This is an optimization exercise on Yosys and OpenROAD, whose aim is small area, not a production implementation.
The RTL was checked by simulation tests, not by an equivalence proof against the original design.
No run shown here takes its clock network from TritonCTS; it comes from the design's own scripts or RTL.
The clock input has no modelled driver; a real chip could not lean on it and would need a root buffer or a full tree.
No activity file was given, so power comes from the tool's default toggle rates.

[flow/run.sh]
#!/bin/bash
# The standard layout (standard.sh) with these changes:
#  - synthesis maps the logic with a pool of area-oriented ABC scripts and
#    keeps the smallest mapping (multi_abc.tcl), instead of ORFS's speed
#    script; everything else in synthesis is the standard flow's own script
#    (synth_recipe.tcl), so the registers are the same;
#  - synthesis leaves adders to ABC instead of mapping them to half-adder
#    cells (ADDER_MAP_FILE empty);
#  - the port buffers are the smallest buffer (buf_1);
#  - the clock tree uses clkbuf_8 only and no dummy loads;
#  - after placement, logic cells are downsized (downsize.tcl);
#  - after CTS, the clock tree is replaced by ONEBUF_K buffers fed by the
#    clock port, each driving the flip-flops nearest to it (kbuf.tcl);
#  - one tie cell drives all the constant outputs (SKIP_REPAIR_TIE_FANOUT).
set -euo pipefail
HERE=$(cd "$(dirname "$0")" && pwd)
WORK=$(pwd)
cat > my_synth.tcl <<TCL
source $HERE/multi_abc.tcl
source $WORK/synth_recipe.tcl
TCL
sed -e "s#SYNTH_SCRIPT=[^ ]*#SYNTH_SCRIPT=$WORK/my_synth.tcl#" \
    -e "s#CLKGATE_MAP_FILE= #CLKGATE_MAP_FILE= ADDER_MAP_FILE= #" standard.sh > my_standard.sh
grep -q "ADDER_MAP_FILE= " my_standard.sh
grep -q "SYNTH_SCRIPT=$WORK/my_synth.tcl" my_standard.sh
export BUFFER_PORTS_ARGS="-buffer_cell sky130_fd_sc_hd__buf_1"
export CTS_ARGS="-sink_clustering_enable -repair_clock_nets -sink_clustering_size 50 -sink_clustering_max_diameter 500 -buf_list sky130_fd_sc_hd__clkbuf_8 -dont_use_dummy_load"
export POST_RESIZE_TCL="$HERE/downsize.tcl"
export POST_CTS_TCL="$HERE/kbuf.tcl"
export ONEBUF_CLK_PORT=clk
export ONEBUF_CELL=sky130_fd_sc_hd__clkbuf_8
export ONEBUF_K=3
export SKIP_REPAIR_TIE_FANOUT=1
bash my_standard.sh > flow.log 2>&1
[flow/downsize.tcl]
# Swap every logic cell for the smallest-area cell of the same function
# (same name but drive strength), then let repair_design fix any slew or
# capacitance violation this makes. Flip-flops and buffers are left alone.
set db [ord::get_db]
set block [ord::get_db_block]
set n 0
foreach inst [$block getInsts] {
  set m [$inst getMaster]
  set name [$m getName]
  if {![regexp {^(sky130_fd_sc_hd__[a-z0-9]+)_([0-9]+)$} $name -> base drive]} { continue }
  if {[regexp {df|dl|buf|conb|tap|fill|decap|diode} $base]} { continue }
  set best $name
  set bestw [$m getWidth]
  foreach d {0 1 2 3 4 6 8 12 16} {
    set cm [$db findMaster ${base}_$d]
    if {$cm == "NULL" || $cm == ""} { continue }
    if {[$cm getWidth] < $bestw} { set best ${base}_$d; set bestw [$cm getWidth] }
  }
  if {$best ne $name} {
    replace_cell [$inst getName] $best
    incr n
  }
}
puts "downsize: swapped $n cells"
estimate_parasitics -placement
repair_design
report_worst_slack
[flow/kbuf.tcl]
# Replace the clock tree that CTS built with one clock buffer that drives
# every flip-flop: the tree's buffers are removed and their sinks moved to
# the new buffer's net. The buffer is placed at the sinks' centroid and
# legalised.
set db [ord::get_db]
set block [ord::get_db_block]
set clk_port_net [[$block findBTerm $::env(ONEBUF_CLK_PORT)] getNet]
set master [$db findMaster $::env(ONEBUF_CELL)]
# the clock tree: every buffer reached from the clock port through buffers
set tree {}
set sinks {}
set front [list $clk_port_net]
while {[llength $front]} {
  set net [lindex $front 0]
  set front [lrange $front 1 end]
  foreach it [$net getITerms] {
    if {![$it isInputSignal]} { continue }
    set inst [$it getInst]
    set mname [[$inst getMaster] getName]
    if {[regexp {clkbuf|clkinv|__buf_|__inv_} $mname] && ![string match clkleaf_* [$inst getName]]} {
      lappend tree $inst
      foreach o [$inst getITerms] {
        if {[$o isOutputSignal] && [$o getNet] ne "NULL"} { lappend front [$o getNet] }
      }
    } else {
      lappend sinks $it
    }
  }
}
puts "onebuf: [llength $tree] tree buffers, [llength $sinks] sinks"
# k-means of the sinks' positions into K groups, one buffer per group
set K $::env(ONEBUF_K)
set pts {}
foreach it $sinks {
  set bb [[$it getInst] getBBox]
  lappend pts [list [expr {([$bb xMin] + [$bb xMax]) / 2.0}] [expr {([$bb yMin] + [$bb yMax]) / 2.0}]]
}
set n [llength $pts]
set sorted [lsort -real -index 0 $pts]
set cents {}
for {set k 0} {$k < $K} {incr k} {
  lappend cents [lindex $sorted [expr {int(($k + 0.5) * $n / $K)}]]
}
for {set iter 0} {$iter < 50} {incr iter} {
  set assign {}
  foreach p $pts {
    set best 0; set bd 1e30
    for {set k 0} {$k < $K} {incr k} {
      set c [lindex $cents $k]
      set d [expr {abs([lindex $p 0] - [lindex $c 0]) + abs([lindex $p 1] - [lindex $c 1])}]
      if {$d < $bd} { set bd $d; set best $k }
    }
    lappend assign $best
  }
  set newc {}
  for {set k 0} {$k < $K} {incr k} {
    set sx 0; set sy 0; set c 0
    foreach p $pts a $assign {
      if {$a == $k} { set sx [expr {$sx + [lindex $p 0]}]; set sy [expr {$sy + [lindex $p 1]}]; incr c }
    }
    if {$c > 0} { lappend newc [list [expr {$sx / $c}] [expr {$sy / $c}]] } else { lappend newc [lindex $cents $k] }
  }
  set cents $newc
}
for {set k 0} {$k < $K} {incr k} {
  set newnet [odb::dbNet_create $block clknet_leaf_$k]
  $newnet setSigType CLOCK
  set buf [odb::dbInst_create $block $master clkleaf_$k]
  set c [lindex $cents $k]
  $buf setLocation [expr {int([lindex $c 0])}] [expr {int([lindex $c 1])}]
  $buf setPlacementStatus PLACED
  foreach it [$buf getITerms] {
    set mt [$it getMTerm]
    if {[$mt getName] eq "A"} { $it connect $clk_port_net }
    if {[$mt getName] eq "X"} { $it connect $newnet }
  }
  set cnt 0
  foreach it $sinks a $assign {
    if {$a == $k} { $it disconnect; $it connect $newnet; incr cnt }
  }
  puts "onebuf: leaf $k drives $cnt sinks"
}
foreach inst $tree {
  foreach it [$inst getITerms] {
    set net [$it getNet]
    if {$net ne "NULL" && [$it isOutputSignal]} {
      $it disconnect
      if {[llength [$net getITerms]] == 0 && [llength [$net getBTerms]] == 0} { odb::dbNet_destroy $net }
    } elseif {$net ne "NULL"} {
      $it disconnect
    }
  }
  odb::dbInst_destroy $inst
}
detailed_placement
check_placement -verbose
estimate_parasitics -placement
report_clock_min_period
puts "onebuf: done"
[flow/multi_abc.tcl]
set ABC_PRE {
  {}
  {balance; rewrite; refactor; balance; rewrite -z; refactor -z; rewrite -z; balance}
  {dc2}
  {dc2; dc2}
  {resub -K 6; rewrite -z; resub -K 8}
  {&get -n; &st; &syn2; &put}
  {&get -n; &st; &dc2; &put}
  {&get -n; &st; &synch2; &put}
  {ifraig; dc2}
  {balance; rewrite -z; refactor -z}
  {dc2; resub -K 6; dc2}
  {&get -n; &st; &syn3; &put}
  {&get -n; &st; &syn4; &put}
  {rewrite; rewrite -z; resub -K 6 -N 2}
  {dc2; balance; rewrite -z; refactor -z}
  {&get -n; &st; &syn2; &dc2; &put}
}
set ABC_MAP {
  {dch; amap}
  {dch -f; amap}
  {dch; amap -m}
  {dch -f; amap -F 5 -A 5}
  {dch; map -a}
  {dch -f; amap -F 10 -A 10}
}
proc abc {args} {
  set i [lsearch -exact $args -script]
  if {$i < 0} { yosys abc {*}$args; return }
  set lib [lindex $args [expr {[lsearch -exact $args -liberty] + 1}]]
  design -save multi_pre
  set best ""
  set besta 1e30
  set k 0
  foreach pre $::ABC_PRE {
    foreach map $::ABC_MAP {
      set f [file join $::env(OBJECTS_DIR) multi_abc_$k.abc]
      set fh [open $f w]
      puts $fh [join [split "strash; $pre; $map" ";"] "\n"]
      close $fh
      design -load multi_pre
      lset args [expr {$i + 1}] $f
      if {[catch {yosys abc {*}$args} err]} {
        puts "multi-abc: script $k failed"
        incr k
        continue
      }
      set st [tee -q -s result.string stat -liberty $lib]
      if {[regexp {Chip area for module '[^']*': ([0-9.]+)} $st -> a]} {
        puts "multi-abc: script $k ($pre | $map) area $a"
        if {$a < $besta} { set besta $a; set best $k; design -save multi_best }
      }
      incr k
    }
  }
  puts "multi-abc: using script $best ($besta)"
  design -load multi_best
}
[standard.sh]
#!/bin/bash
# synth_recipe.tcl (not shown) runs the flow's synth.tcl, then flattens the netlist and writes it again
# the make line also repeats each setting of config.mk as NAME=value (left out here)
make -C /OpenROAD-flow-scripts/flow DESIGN_CONFIG=/design/flow/config.mk WORK_HOME=/design/flow/orfs CLKGATE_MAP_FILE= SYNTH_SCRIPT=/design/flow/synth_recipe.tcl "${@:-finish}"
[config.mk]
export PLATFORM = sky130hd
export DESIGN_NAME = Top
export DESIGN_NICKNAME = Top
export VERILOG_FILES = /design/flow/design.v
export SDC_FILE = /design/flow/constraint.sdc
export NUM_CORES = 4
export LEC_CHECK = 0
export CAP_MARGIN = 20
export CORE_AREA = 2 2 62 62
export DIE_AREA = 0 0 64 64
export SLEW_MARGIN = 20
[constraint.sdc]
create_clock -name core_clock -period 6.0 [get_ports {clk}]
set_input_delay 1.2000 -clock core_clock [delete_from_list [all_inputs] [get_ports {clk}]]
set_output_delay 1.2000 -clock core_clock [all_outputs]
set_load 0.01 [all_outputs]
[design.v]
`timescale 1ns / 1ps
module Top(
    input wire clk,
    input en, reset, HourP, minuteP,
    output wire [7:0] cathode,
    output wire [7:0] AN
    );
    reg [8:0] rc;
    wire rtick = rc[3] & ~(rc[1] | rc[2] | rc[4] | rc[5] | rc[6] | rc[7]);
    always @(posedge clk)
        if (reset) rc <= 9'd182;
        else       rc <= {rc[7:0], rc[8] ^ rc[4] ^ rtick};
    reg [9:0] tc;
    wire ttick = ~(tc[1] | tc[2] | tc[3] | tc[4] | tc[5] | tc[6] | tc[7]);
    always @(posedge clk)
        if (reset) tc <= 10'd282;
        else       tc <= {tc[8:0], tc[9] ^ tc[6] ^ ttick};
    reg [2:0] DP;
    always @(posedge clk)
        if (reset)      DP <= 3'b001;
        else if (rtick) DP <= {DP[1:0], DP[2] ^ DP[1]};
    localparam OP_NONE = 2'd0, OP_HOUR = 2'd3, OP_MIN = 2'd2, OP_SEC = 2'd1;
    reg [3:0] sub;
    reg [1:0] op;
    wire sub11 = sub[3] & sub[1] & sub[0];                 
    always @(posedge clk)
        if (reset) begin
            sub <= 4'd0;
            op  <= OP_NONE;
        end else if (ttick) begin
            if (HourP)        op <= OP_HOUR;
            else if (minuteP) op <= OP_MIN;
            else if (en) begin
                op  <= OP_SEC;
                sub <= sub11 ? 4'd0 : sub + 4'd1;
            end else          op <= OP_NONE;
        end
    reg [3:0] s_o, m_o, h_o;
    reg [2:0] s_t, m_t;
    reg [1:0] h_t;
    wire s_o9 = s_o[3] & s_o[0];
    wire s_t5 = s_t[2] & s_t[0];
    wire m_o9 = m_o[3] & m_o[0];
    wire m_t5 = m_t[2] & m_t[0];
    wire h_o9 = h_o[3] & h_o[0];
    wire h_23 = h_t[1] & h_o[1] & h_o[0];
    wire inc_s = (op == OP_SEC) & (sub == 4'd0);
    wire inc_m = (op == OP_MIN) | (inc_s & s_t5 & s_o9);
    wire inc_h = (op == OP_HOUR) | (inc_s & s_t5 & s_o9 & m_t5 & m_o9);
    always @(posedge clk)
        if (reset) begin
            {s_o, s_t, m_o, m_t, h_o, h_t} <= 0;
        end else if (ttick) begin
            if (inc_s) begin
                s_o <= s_o9 ? 4'd0 : s_o + 4'd1;
                if (s_o9) s_t <= s_t5 ? 3'd0 : s_t + 3'd1;
            end
            if (inc_m) begin
                m_o <= m_o9 ? 4'd0 : m_o + 4'd1;
                if (m_o9) m_t <= m_t5 ? 3'd0 : m_t + 3'd1;
            end
            if (inc_h) begin
                if (h_23) begin
                    h_o <= 4'd0;
                    h_t <= 2'd0;
                end else if (h_o9) begin
                    h_o <= 4'd0;
                    h_t <= h_t + 2'd1;
                end else
                    h_o <= h_o + 4'd1;
            end
        end
    reg [3:0] digit;
    reg [7:0] an;
    always @(*)
        case (DP)
            3'b001: begin digit = m_o;          an = 8'b11101111; end
            3'b010: begin digit = {1'b0, m_t};  an = 8'b11011111; end
            3'b101: begin digit = h_o;          an = 8'b10111111; end
            3'b011: begin digit = {2'b0, h_t};  an = 8'b01111111; end
            3'b111: begin digit = s_o;          an = 8'b11111110; end
            3'b110: begin digit = {1'b0, s_t};  an = 8'b11111101; end
            default: begin digit = m_o;          an = 8'b11111111; end
        endcase
    assign AN = an;
    reg [6:0] seg;
    always @(*)
        case (digit)
            4'd0: seg = 7'b0000001;
            4'd1: seg = 7'b1001111;
            4'd2: seg = 7'b0010010;
            4'd3: seg = 7'b0000110;
            4'd4: seg = 7'b1001100;
            4'd5: seg = 7'b0100100;
            4'd6: seg = 7'b0100000;
            4'd7: seg = 7'b0001111;
            4'd8: seg = 7'b0000000;
            4'd9: seg = 7'b0000100;
            default: seg = 7'bxxxxxxx;
        endcase
    assign cathode = {seg, 1'b1};
endmodule
==> results of run 1 <==
[worst min-delay path, stage by stage (launching register included)]
cell,delay (ps)
dfxtp_1,320
clkinv_1,50
nor2_1,40
[routing by layer]
layer	up-vias	wire [um]	GRT usage, %
li1	830	-	-
met1	728	1750	25.5
met2	51	1850	35.7
met3	7	174	3.70
met4	0	50	4.62
met5	-	0	0
[registers in the layout, indices dropped and copies added (netlist names)]
signal  flops
rc          9
h_t         2
m_t         3
s_t         3
DP          3
m_o         4
h_o         4
op          2
s_o         4
sub         4
tc         10
[path summary, 6_finish.rpt]
check	start	end	slack, ps	cells after the start
worst min register to register	rc[7]	rc[8]	430	2
worst max register to register	tc[2]	m_t[1]	2530	10
worst max-delay path	DP[1]	cathode[4]	1930	13
worst min-delay path	rc[7]	rc[8]	430	2
[synth_stat cells, types with 3 or more instances]
| cell type | n |
|---|---|
| a2111oi_0 | 4 |
| a211oi_1 | 9 |
| a21oi_1 | 5 |
| a221oi_1 | 3 |
| buf_4 | 3 |
| clkinv_1 | 34 |
| dfxtp_1 | 48 |
| nand2_1 | 12 |
| nand3_1 | 3 |
| nor2_1 | 28 |
| nor2b_1 | 9 |
| nor3_1 | 16 |
| o211a_1 | 3 |
| o21ai_0 | 12 |
| o22ai_1 | 4 |
| or2_0 | 9 |
[cell families (layout without fill, tap and decap cells)]
kind of cell,Yosys count,count (layout)
compound gates,52,52
buf+inv,37,56
flops,48,48
other cells,1,1
simple gates,85,85
[layout make-up]
cell class	instances	area, um2
Multi-Input combinational cell	138	782
Inverter	34	128
Tap cell	46	57.6
Fill cell	294	1340
Buffer	3	41.3
Sequential cell	48	961
Timing Repair Buffer	19	78.8
[power by group through the flow]
stage / sequential (mW) / combinational, mW / clock (mW)
after floorplan: 0.337 / 0.00986 / 0
after global placement: 0.338 / 0.0143 / 0
after detailed placement: 0.338 / 0.0152 / 0
after global routing: 0.332 / 0.0174 / 0.140
final: 0.331 / 0.0153 / 0.125
[metrics by stage]
step           hold WS, ps  area (um2)
6_report               431        2050
5_1_grt                450        2050
3_5_place_dp           402        2010
3_3_place_gp           400        2010
2_1_floorplan          391        1890
==> out/metrics.csv, run 1 <==
stage,metric,value,unit
pwr,clock power share,26.5,%
status,outcome,finished clean,
routing,vias per cell,5.61,
layout,final instance count without filler cells,288,
setup_path,Required @ worst endpoint,4800,ps
layout,layout cells sized above 1,2.07,%
pwr,switch share,19.4,%
global_route,gr ovfl total,0,
synth,Post-synth EDFFs,0,
pwr,sequential power share,70.3,%
routing,DRC violations left,0,
floorplan,num ports,21,
sta,RSZ-0062 raised after global routing,no,
setup_path,"Data arrival, critical path",2870,ps
layout,nets,250,
sta,final worst setup slack,1930,ps
placed_design,pre-CTS WS,2260,ps
routing,DR vias,1616,
synth,ys async rst share,0,%
layout,"most common cell after layout, fill and taps aside",dfxtp_1,
sta,final setup fails,0,
synth,sequential area share after synthesis,50.8,%
routing,drt first pass iters,4,
pwr,Total Power,0.471,mW
pwr,Switch Pwr,0.0916,mW
sta,worst slew pin tran,988,ps
placed_design,routability cong.,0.980,
setup_path,Setup Crit Path Kind,reg -> out,
synth,Syn Area/Cell,8.49,um2
pwr,Max VDD drop,0.000198,V
synth,Synth Area in XOR/XNOR,0,%
synth,Synth Instances,223,
job,max-cap violations,0,
global_route,GRT Util Overall,20.2,%
global_route,initial antenna violation count,0,
layout,Post-Route Utilization,60.4,%
setup_path,critical path's slowest cell,dfxtp_1,
setup_path,CP cell instances,clkinv_1 -> nor3_1 -> clkinv_1 -> o22ai_1 -> a211oi_1 -> o21ai_0 -> clkinv_1 -> nand2_1 -> o21ai_0 -> nor3_1 -> clkinv_1 -> o31ai_1 -> buf_1,
floorplan,die width,64,um
synth,leading area contributor after synthesis,dfxtp_1,
setup_path,Top delay family on crit path,buffers and inverters,
sta,worst clock skew,23.6,ps
setup_path,crit path max fanout,6,
synth,post-synthesis simple-gate area fraction,21.6,%
sta,final worst path period share,67.8,%
sta,maximum clock rate,246,MHz
placed_design,HPWL Detailed,2830,um
floorplan,die footprint,4100,um2
synth,Mapped Area,1890,um2
routing,Initial DRC Count,99,
clocking,clock sink count,48,
synth,multiplexer share of the synthesized area,0,%
pwr,Leakage,0.692,nW
clocking,Worst-path clk slew,110,ps
setup_path,crit path buf inv count,5,
synth,Syn Nets,228,
routing,routed len/inst,13.3,um
pwr,Pint,0.379,mW
global_route,largest net degree at the start of global routing,44,
sta,crit path time final,4070,ps
layout,"commonest cells after routing, fill and taps aside","dfxtp_1 (48), clkinv_1 (34), nor2_1 (28)",
synth,largest family of logic cells by synthesized area,simple AND/OR/NAND/NOR gates,
synth,Yosys cell types,30,
synth,adder-cell share of the synthesized area,0,%
placed_design,Post-Place Cells,285,
routing,Antenna Violating Nets Remaining,0,
pwr,PD cells,230,nW/um2
setup_path,"Top cell by count, worst path",clkinv_1,
floorplan,die span in y,64,um
floorplan,starting density of the core,55.9,%
sta,Relative slew margins,33.5,%
layout,Layout area overhead,8.20,%
setup_path,CP Capture Type,output port,
layout,Antenna Cells,0,
synth,"top cells by area, synth","dfxtp_1 (51%), clkinv_1 (6.7%), nor2_1 (5.6%), nor3_1 (4.2%), a211oi_1 (3.6%)",
setup_path,Critical Path Start Type,flip-flop,
placed_design,number of port buffers,17,
synth,Synth Register Bits,48,
clocking,clock latency on the worst-skew pair,160,ps
floorplan,Core ar.,3390,um2
sta,Fin Setup TNS,0,ps
sta,Slew Limit Fails,0,
pwr,Logic pwr share,3.2,%
setup_path,Worst path max stage delay,430,ps
routing,Total Routed Length,3830,um
global_route,vias in the first global route,1491,
synth,area fraction in compound gates after synthesis,19.5,%
synth,ys flop type,dfxtp_1,
global_route,first-pass GRT wire length,6600,um
floorplan,row count,21,
synth,top-area cell type share of the netlist area,50.8,%
worst_hold_path,min-delay worst type,reg -> reg,
synth,Syn. warnings,1,
sta,Hold Fails Final Rpt,0,
==> inputs of run 2 (changes only) <==
--- a/flow/multi_abc.tcl
+++ b/flow/multi_abc.tcl
@@ -17,4 +17,8 @@
   {&get -n; &st; &syn2; &dc2; &put}
 }
+set YOSYS_PRE {
+  {}
+  {opt -full; opt_clean}
+}
 set ABC_MAP {
   {dch; amap}
@@ -33,4 +37,5 @@
   set besta 1e30
   set k 0
+  foreach ypre $::YOSYS_PRE {
   foreach pre $::ABC_PRE {
     foreach map $::ABC_MAP {
@@ -40,4 +45,5 @@
       close $fh
       design -load multi_pre
+      foreach c [split $ypre ";"] { if {[string trim $c] ne ""} { yosys {*}[string trim $c] } }
       lset args [expr {$i + 1}] $f
       if {[catch {yosys abc {*}$args} err]} {
@@ -48,5 +54,5 @@
       set st [tee -q -s result.string stat -liberty $lib]
       if {[regexp {Chip area for module '[^']*': ([0-9.]+)} $st -> a]} {
-        puts "multi-abc: script $k ($pre | $map) area $a"
+        puts "multi-abc: script $k ($ypre | $pre | $map) area $a"
         if {$a < $besta} { set besta $a; set best $k; design -save multi_best }
       }
@@ -54,4 +60,5 @@
     }
   }
+  }
   puts "multi-abc: using script $best ($besta)"
   design -load multi_best
==> out/metrics.csv, run 2 <==
stage,metric,value,unit
global_route,largest net degree at the start of global routing,46,
layout,nets,244,
layout,max FFs per register,10,
placed_design,routability cong.,0.861,
synth,Mapped Area,1880,um2
synth,Syn Area/Cell,8.65,um2
clocking,clock sink count,48,
floorplan,num ports,21,
placed_design,area post-placement,1990,um2
floorplan,starting density of the core,55.4,%
setup_path,crit path buf inv count,3,
sta,Relative slew margins,37.8,%
setup_path,Worst path max stage delay,540,ps
setup_path,Reg2Reg Capture Point,m_t[1],
synth,leading area contributor after synthesis,dfxtp_1,
synth,ys flop type,dfxtp_1,
worst_hold_path,worst hold start,rc[0],
pwr,clock power share,26.1,%
pwr,switch share,19.1,%
synth,"top cells by area, synth","dfxtp_1 (51%), clkinv_1 (6.2%), nor2_1 (5.8%), nor3_1 (5.3%), or2_0 (3.3%)",
pwr,Pint,0.379,mW
routing,DRC violations left,0,
global_route,gr ovfl total,0,
status,outcome,finished clean,
job,max-cap violations,0,
floorplan,die span in y,64,um
placed_design,HPWL Detailed,2870,um
synth,sequential area share after synthesis,51.2,%
sta,worst clock skew,12.3,ps
routing,Initial DRC Count,82,
synth,Post-synth top cells,"dfxtp_1 (48), clkinv_1 (31), nor2_1 (29)",
routing,Total Routed Length,3770,um
sta,Hold Fails Final Rpt,0,
clocking,clock latency on the worst-skew pair,160,ps
synth,top-area cell type share of the netlist area,51.2,%
synth,Synth Register Bits,48,
layout,"most common cell after layout, fill and taps aside",dfxtp_1,
setup_path,Critical Path Start Type,flip-flop,
synth,ys async rst share,0,%
sta,final worst setup slack,2120,ps
layout,post-route cell area,2030,um2
worst_hold_path,hold depth,1,
synth,Synth Instances,217,
sta,final worst path period share,64.7,%
placed_design,pre-CTS WS,2330,ps
layout,"commonest cells after routing, fill and taps aside","dfxtp_1 (48), clkinv_1 (31), nor2_1 (29)",
worst_hold_path,hold path endpoint,rc[1],
floorplan,die footprint,4100,um2
pwr,PD cells,231,nW/um2
setup_path,Reg2Reg Depth,10,
synth,Post-synth EDFFs,0,
setup_path,R2R Path Start,tc[2],
synth,most frequent cell after synthesis,dfxtp_1,
setup_path,Top delay family on crit path,simple AND/OR/NAND/NOR gates,
setup_path,Setup Crit Path Kind,reg -> out,
sta,Slew Limit Fails,0,
routing,drt first pass iters,4,
routing,Antenna Violating Nets Remaining,0,
global_route,vias in the first global route,1502,
layout,Layout area overhead,8.26,%
layout,Antenna Cells,0,
setup_path,Required @ worst endpoint,4800,ps
setup_path,crit path max fanout,5,
sta,final setup fails,0,
sta,RSZ-0062 raised after global routing,no,
pwr,Total Power,0.469,mW
pwr,Leakage,0.658,nW
setup_path,CP Capture Type,output port,
setup_path,CP cell instances,clkinv_1 -> nor3_1 -> nor2_1 -> a222oi_1 -> clkinv_1 -> nor3_1 -> or2_0 -> buf_1,
routing,DR vias,1588,
routing,vias per cell,5.63,
pwr,Max VDD drop,0.000181,V
worst_hold_path,min-delay worst type,reg -> reg,
clocking,Worst-path clk slew,90,ps
global_route,first-pass GRT wire length,6620,um
pwr,Logic pwr share,3.2,%
synth,Syn Nets,222,
global_route,initial antenna violation count,0,
sta,Fin Setup TNS,0,ps
floorplan,row count,21,
pwr,Switch Pwr,0.0896,mW
setup_path,"Data arrival, critical path",2680,ps
layout,layout cells sized above 1,2.12,%
floorplan,die width,64,um
setup_path,flop2flop setup slack,3150,ps
floorplan,Core ar.,3390,um2
routing,routed len/inst,13.4,um
layout,largest register by flop count,tc,
placed_design,number of port buffers,17,
global_route,GRT Util Overall,20.4,%
setup_path,critical path's slowest cell,nor3_1,
synth,Syn. warnings,1,
layout,largest registers,"tc: 10 flops, rc: 9 flops",
synth,Yosys cell types,30,
sta,worst slew pin tran,924,ps
sta,crit path time final,3880,ps
pwr,sequential power share,70.6,%
sta,maximum clock rate,257,MHz
==> run 2: cell count changes after synthesis, moves of 2 or more <==
cell	before	now
clkinv_1	34	31
o21ai_0	12	8
and2_0	0	2
nand2_1	12	9
o221ai_1	1	4
nor2b_1	9	7
a222oi_1	2	4
a211oi_1	9	7
nor3_1	16	20
==> run 2: cell families (layout without fill, tap and decap cells) <==
| group | count (synthesis) | after routing | synth area share, % |
|---|---|---|---|
| buffers and inverters | 34 | 53 | 7.39 |
| other | 1 | 1 | 0.200 |
| flip-flops | 48 | 48 | 51.2 |
| AO/OA/AOI/OAI | 47 | 47 | 18.7 |
| AND/OR/NAND/NOR | 87 | 87 | 22.5 |
==> run 2: power by group through the flow <==
stage               combinational [mW]  clock, mW  sequential (mW)
global placement                0.0145          0            0.338
floorplan                      0.00965          0            0.337
detailed placement              0.0153          0            0.338
finish                          0.0152      0.123            0.331
global route                    0.0176      0.139            0.332
==> run 2: per-layer routing <==
layer | GRT usage (%) | wire [um] | up-vias
met5 | 0 | 0 | -
met4 | 7.34 | 39 | 0
met3 | 4.23 | 160 | 3
met2 | 36.2 | 1890 | 40
met1 | 24.3 | 1690 | 730
li1 | - | - | 815
==> run 2: area by class of cell <==
class / count / area, um2
Fill cell: 298 / 1360
Sequential cell: 48 / 961
Multi-Input combinational cell: 135 / 778
Inverter: 31 / 116
Timing Repair Buffer: 19 / 78.8
Tap cell: 46 / 57.6
Buffer: 3 / 41.3
==> run 2: how the worst max path moves through the flow <==
stage / startpoint / end / slack (ps) / cells past startpoint
after global placement: DP[0] / cathode[3] / 2560 / 8
final: DP[0] / cathode[3] / 2120 / 8
after floorplan: DP[0] / cathode[3] / 2640 / 7
after detailed placement: DP[0] / cathode[3] / 2330 / 8
after global routing: DP[0] / cathode[3] / 1720 / 8
==> run 2: through the flow <==
| stage | instances | utilization [%] | hold WS [ps] |
|---|---|---|---|
| after floorplan | 217 | - | 391 |
| after global placement | 279 | 58.8 | 403 |
| after detailed placement | 279 | 58.8 | 415 |
| after global routing | 282 | 60.0 | 439 |
| final | 282 | 60.0 | 425 |

-- what the ideal ports hide --
The flow's constraints put no driver on any port. The routed layouts listed below were extracted and timed again, unchanged, in two steps. Step 1: set_driving_cell puts a clkbuf_16 on clk and a buf_2 on each other input, an assumption about the parent block. Step 2 adds t to the input delays and takes it off the output delays; t is the mean of the earliest and latest rising clock arrival at the registers after step 1. Input paths then give back, and output paths get back, about the clock's delay inside the block. Three values: ideal, step 1, step 2; two values: the first two.
run	t (ns)	setup WS [ns]	worst register clock-pin slew, ns
run 1	0.191	1.935 / 1.893 / 2.084	0.11 / 0.11
run 2	0.198	2.116 / 2.070 / 2.267	0.10 / 0.10
After both steps every run listed still meets setup and hold.
